Background: an optimization exercise with open tools, aiming at small area. Do not read the settings as production practice.
Only simulation tests tie the RTL to the original design; equivalence was not proved.
The flow treats the clock pin as an ideal source, which a real chip does not have.
Power is estimated from default activity; no workload was simulated.

==> flow/design.v <==
`timescale 1ns/1ps
module sentinel_core (
    input  logic        aclk,
    input  logic        aresetn,
    input  logic [63:0] s_axis_tdata,
    input  logic        s_axis_tvalid,
    input  logic        s_axis_tlast,
    output logic        s_axis_tready,
    output logic [63:0] m_axis_tdata,
    output logic        m_axis_tvalid,
    output logic        m_axis_tlast,
    input  logic        m_axis_tready,
    input  logic [31:0] s_axil_awaddr,
    input  logic        s_axil_awvalid,
    output logic        s_axil_awready,
    input  logic [31:0] s_axil_wdata,
    input  logic        s_axil_wvalid,
    output logic        s_axil_wready,
    output logic [1:0]  s_axil_bresp,
    output logic        s_axil_bvalid,
    input  logic        s_axil_bready,
    input  logic [31:0] s_axil_araddr,
    input  logic        s_axil_arvalid,
    output logic        s_axil_arready,
    output logic [31:0] s_axil_rdata,
    output logic [1:0]  s_axil_rresp,
    output logic        s_axil_rvalid,
    input  logic        s_axil_rready
);
    localparam logic [31:0] LIMIT_RST = 32'd1000;
    logic [31:0] ctrl_q;       
    logic        ctrl_f;
    logic [31:0] shadow_q;     
    logic        shadow_f;
    logic [31:0] alim_q;       
    logic        alim_f;
    logic [63:0] snap_q;       
    logic        snap_f;
    logic [31:0] vcount;
    logic        vpend;
    logic        awr;          
    logic        bvalid;
    logic        arr;
    logic        rvalid;
    logic [31:0] rdata;
    logic        valid_reg;
    logic        last_reg;
    logic [63:0] data_reg;
    logic [31:0] vcount_now;
    logic [3:0]  vbyte_ones;
    logic [3:0]  vbyte_cin;
    logic [8:0]  vcarry [4];
    always_comb begin
        for (int k = 0; k < 4; k++) vbyte_ones[k] = &vcount[8*k +: 8];
        vbyte_cin[0] = vpend;
        for (int k = 1; k < 4; k++) vbyte_cin[k] = vbyte_cin[k-1] & vbyte_ones[k-1];
        for (int k = 0; k < 4; k++) begin
            vcarry[k][0] = vbyte_cin[k];
            for (int i = 0; i < 8; i++) begin
                vcount_now[8*k+i] = vcount[8*k+i] ^ vcarry[k][i];
                vcarry[k][i+1]    = vcount[8*k+i] & vcarry[k][i];
            end
        end
    end
    wire wr      = awr & s_axil_awvalid & s_axil_wvalid;
    wire wr_ctrl = wr & (s_axil_awaddr[4:0] == 5'h00);
    wire wr_lim  = wr & (s_axil_awaddr[4:0] == 5'h04);
    always_ff @(posedge aclk or negedge aresetn) begin
        if (!aresetn) begin
            awr      <= 1'b0;
            bvalid   <= 1'b0;
            ctrl_f   <= 1'b0;
            shadow_f <= 1'b0;
        end else begin
            awr    <= ~awr & s_axil_awvalid & s_axil_wvalid;
            bvalid <= wr | (bvalid & ~s_axil_bready);
            if (wr_ctrl) ctrl_f   <= 1'b1;
            if (wr_lim)  shadow_f <= 1'b1;
        end
    end
    always_ff @(posedge aclk) begin
        if (wr_ctrl) ctrl_q   <= s_axil_wdata;
        if (wr_lim)  shadow_q <= s_axil_wdata;
    end
    wire enable = ~ctrl_f | ctrl_q[0];
    wire [4:0] ra = s_axil_araddr[4:0];
    wire ld_r  = ~rvalid;
    wire sel_c = ld_r & (ra == 5'h00);
    wire sel_l = ld_r & (ra == 5'h04);
    wire sel_v = ld_r & (ra == 5'h08);
    wire sel_s = ld_r & snap_f & (ra == 5'h0C);
    wire sel_h = ld_r & snap_f & (ra == 5'h10);
    wire sel_cq = sel_c & ctrl_f;
    wire sel_lq = sel_l & shadow_f;
    wire [31:0] rst_val = ({32{sel_c & ~ctrl_f}} & 32'd1) | ({32{sel_l & ~shadow_f}} & LIMIT_RST);
    wire [31:0] rnext = ({32{rvalid}} & rdata)
                      | ({32{sel_cq}} & ctrl_q)
                      | ({32{sel_lq}} & shadow_q)
                      | ({32{sel_v}} & vcount_now)
                      | ({32{sel_s}} & snap_q[31:0])
                      | ({32{sel_h}} & snap_q[63:32])
                      | rst_val;
    always_ff @(posedge aclk or negedge aresetn) begin
        if (!aresetn) begin
            arr    <= 1'b0;
            rvalid <= 1'b0;
        end else begin
            arr    <= ~arr & s_axil_arvalid;
            rvalid <= (arr & s_axil_arvalid & ~rvalid) | (rvalid & ~s_axil_rready);
        end
    end
    always_ff @(posedge aclk) rdata <= rnext;
    wire upd = (s_axis_tlast & s_axis_tvalid & m_axis_tready) | ~s_axis_tvalid | ~enable;
    always_ff @(posedge aclk or negedge aresetn) begin
        if (!aresetn) alim_f <= 1'b0;
        else if (upd) alim_f <= shadow_f;
    end
    always_ff @(posedge aclk) begin
        if (upd) alim_q <= shadow_q;
    end
    wire [39:0] amount = s_axis_tdata[39:0];
    wire hi_nz   = |amount[39:32];
    logic [31:0] g0, l0;
    logic [15:0] g1, l1;
    logic [7:0]  g2, l2;
    logic [3:0]  g3, l3;
    logic [1:0]  g4, l4;
    always_comb begin
        g0 = amount[31:0] & ~alim_q;
        l0 = ~amount[31:0] & alim_q;
        for (int i = 0; i < 16; i++) begin
            g1[i] = g0[2*i+1] | (~l0[2*i+1] & g0[2*i]);
            l1[i] = l0[2*i+1] | (~g0[2*i+1] & l0[2*i]);
        end
        for (int i = 0; i < 8; i++) begin
            g2[i] = g1[2*i+1] | (~l1[2*i+1] & g1[2*i]);
            l2[i] = l1[2*i+1] | (~g1[2*i+1] & l1[2*i]);
        end
        for (int i = 0; i < 4; i++) begin
            g3[i] = g2[2*i+1] | (~l2[2*i+1] & g2[2*i]);
            l3[i] = l2[2*i+1] | (~g2[2*i+1] & l2[2*i]);
        end
        for (int i = 0; i < 2; i++) begin
            g4[i] = g3[2*i+1] | (~l3[2*i+1] & g3[2*i]);
            l4[i] = l3[2*i+1] | (~g3[2*i+1] & l3[2*i]);
        end
    end
    wire gt_q    = hi_nz | g4[1] | (~l4[1] & g4[0]);
    wire gt_rst  = hi_nz | (amount[31:0] > LIMIT_RST);
    wire viol    = enable & (alim_f ? gt_q : gt_rst);
    wire ld      = m_axis_tready | ~valid_reg;
    wire snap_we = ld & s_axis_tvalid & viol;
    always_ff @(posedge aclk or negedge aresetn) begin
        if (!aresetn) begin
            valid_reg <= 1'b0;
            vcount    <= 32'd0;
            vpend     <= 1'b0;
            snap_f    <= 1'b0;
        end else begin
            if (ld) valid_reg <= s_axis_tvalid & ~viol;
            vcount <= vcount_now;
            vpend  <= snap_we;
            if (snap_we) snap_f <= 1'b1;
        end
    end
    always_ff @(posedge aclk) begin
        if (ld) begin
            data_reg <= s_axis_tdata;
            last_reg <= s_axis_tlast;
        end
        if (snap_we) snap_q <= s_axis_tdata;
    end
    assign s_axis_tready  = m_axis_tready;
    assign m_axis_tvalid  = valid_reg;
    assign m_axis_tdata   = data_reg;
    assign m_axis_tlast   = last_reg;
    assign s_axil_awready = awr;
    assign s_axil_wready  = awr;
    assign s_axil_bvalid  = bvalid;
    assign s_axil_bresp   = 2'b00;
    assign s_axil_arready = arr;
    assign s_axil_rvalid  = rvalid;
    assign s_axil_rdata   = rdata;
    assign s_axil_rresp   = 2'b00;
endmodule
clock: 4.0 ns
lec_check: 0
cap_margin: 20
core_margin: 2
core_utilization: 40
gpl_timing_driven: 0
slew_margin: 20
standard.sh (not shown) runs the stock make flow with config.mk's settings and CLKGATE_MAP_FILE= SYNTH_SCRIPT=/design/flow/synth_recipe.tcl, a recipe that flattens the netlist after the stock synthesis.
==> flow/flow/run.sh <==
#!/bin/bash
# The standard ORFS layout (standard.sh), changed only in how it sizes:
#  - synthesis: synth_recipe.tcl unchanged, but ABC maps the logic for area
#    (flow/synth_area.tcl, flow/abc_area.script),
#  - port buffers made of the smallest buffer cell,
#  - a clock tree of small clock buffers without dummy loads,
#  - placement repair kept to small buffers (flow/small_bufs.tcl),
#  - gates with spare setup slack downsized after placement repair and after
#    CTS (flow/recover_area.tcl).
# make's output goes to make_finish.log; each ORFS step keeps its own log
# under orfs/logs/.
set -euo pipefail
export FLOW_SYNTH_TCL="$PWD/synth_recipe.tcl"
export AREA_ABC_SCRIPT="$PWD/flow/abc_area.script"
export BUFFER_PORTS_ARGS="-buffer_cell sky130_fd_sc_hd__buf_1"
export CTS_ARGS="-sink_clustering_enable -repair_clock_nets -dont_use_dummy_load -buf_list sky130_fd_sc_hd__clkbuf_4 -sink_clustering_size 10 -sink_clustering_max_diameter 50"
export PRE_RESIZE_TCL="$PWD/flow/small_bufs.tcl"
export POST_RESIZE_TCL="$PWD/flow/recover_area.tcl"
export POST_CTS_TCL="$PWD/flow/recover_area.tcl"
bash standard.sh SYNTH_SCRIPT="$PWD/flow/synth_area.tcl" finish > make_finish.log 2>&1
==> flow/flow/abc_area.script <==
&get -n
&st
&syn2
&dch -f
&nf -a
&put
topo
stime -c
==> flow/flow/recover_area.tcl <==
# After CTS: downsize gates on paths that have setup slack to spare, then
# legalize the placement again.
log_cmd estimate_parasitics -placement
log_cmd repair_timing -recover_power 100 -verbose
set result [catch { detailed_placement } msg]
if { $result != 0 } {
  error "Detailed placement after area recovery failed: $msg"
}
check_placement -verbose
==> flow/flow/small_bufs.tcl <==
# Keep placement repair to the smaller buffers: it then builds buffer trees
# of small cells instead of single large ones.
set_dont_use [get_lib_cells {sky130_fd_sc_hd__buf_6 sky130_fd_sc_hd__buf_8 sky130_fd_sc_hd__buf_12 sky130_fd_sc_hd__buf_16 sky130_fd_sc_hd__bufbuf_8 sky130_fd_sc_hd__bufbuf_16}]
==> flow/flow/synth_area.tcl <==
# The standard synthesis (synth_recipe.tcl, sourced unchanged), with one
# change: ABC maps the combinational logic for area (flow/abc_area.script)
# instead of ORFS's delay-driven script. The flip-flops are mapped by
# dfflibmap before ABC runs, so they are exactly the standard synthesis's.
proc abc {args} {
  set i [lsearch -exact $args -script]
  if { $i >= 0 } { lset args [expr {$i + 1}] $::env(AREA_ABC_SCRIPT) }
  yosys abc {*}$args
}
source $::env(FLOW_SYNTH_TCL)
Edit:
--- a/flow/design.v
+++ b/flow/design.v
@@ -119,34 +119,15 @@
         if (upd) alim_q <= shadow_q;
     end
     wire [39:0] amount = s_axis_tdata[39:0];
     wire hi_nz   = |amount[39:32];
-    logic [31:0] g0, l0;
-    logic [15:0] g1, l1;
-    logic [7:0]  g2, l2;
-    logic [3:0]  g3, l3;
-    logic [1:0]  g4, l4;
+    logic [32:0] gc;
     always_comb begin
-        g0 = amount[31:0] & ~alim_q;
-        l0 = ~amount[31:0] & alim_q;
-        for (int i = 0; i < 16; i++) begin
-            g1[i] = g0[2*i+1] | (~l0[2*i+1] & g0[2*i]);
-            l1[i] = l0[2*i+1] | (~g0[2*i+1] & l0[2*i]);
-        end
-        for (int i = 0; i < 8; i++) begin
-            g2[i] = g1[2*i+1] | (~l1[2*i+1] & g1[2*i]);
-            l2[i] = l1[2*i+1] | (~g1[2*i+1] & l1[2*i]);
-        end
-        for (int i = 0; i < 4; i++) begin
-            g3[i] = g2[2*i+1] | (~l2[2*i+1] & g2[2*i]);
-            l3[i] = l2[2*i+1] | (~g2[2*i+1] & l2[2*i]);
-        end
-        for (int i = 0; i < 2; i++) begin
-            g4[i] = g3[2*i+1] | (~l3[2*i+1] & g3[2*i]);
-            l4[i] = l3[2*i+1] | (~g3[2*i+1] & l3[2*i]);
-        end
+        gc[0] = 1'b0;
+        for (int i = 0; i < 32; i++)
+            gc[i+1] = (amount[i] & ~alim_q[i]) | (amount[i] & gc[i]) | (~alim_q[i] & gc[i]);
     end
-    wire gt_q    = hi_nz | g4[1] | (~l4[1] & g4[0]);
+    wire gt_q    = hi_nz | gc[32];
     wire gt_rst  = hi_nz | (amount[31:0] > LIMIT_RST);
     wire viol    = enable & (alim_f ? gt_q : gt_rst);
     wire ld      = m_axis_tready | ~valid_reg;
     wire snap_we = ld & s_axis_tvalid & viol;
- Now the flow completed and failed the layout checks on setup timing
- worst setup slack is worse by 2.1 ns
- wire length fell by 1.8%
- power is lower by 1.1%
- via count decreases by 3.6%
- combinational power fell by 5.0%
- design area goes down by 2.0%
- first-iteration DRC count went up by 5.0%
- synthesized area drops by 2.6%
- clock-buffer cell count drops by 2
- final cell count fell by 4.5%
- sequential cell count stays the same

-- afterwards: timing with drivers on the ports --
The results above use ideal ports. As a check the final layouts listed here were re-extracted and re-timed, cells and wires unchanged. Step 1: set_driving_cell puts a clkbuf_16 on aclk and a buf_2 on each other input, an assumption about the parent block. Step 2 times the ports against the registers' clock, not the clock port: input delays grow and output delays shrink by t, the midpoint of the rising clock arrivals with the driver on. Three values: ideal, step 1, step 2; two values: the first two.
run	t (ns)	setup slack, ns	worst setup path at the end
the first run	0.645	0.466 / 0.468 / -0.157	input to register
the second run	0.633	-1.605 / -1.604 / -2.230	input to register
Met with ideal ports but missed after step 2: setup timing in the first run. The setup slack of the second run, which loses most, moves by +0.001 ns with the drivers and by -0.625 ns with both steps.
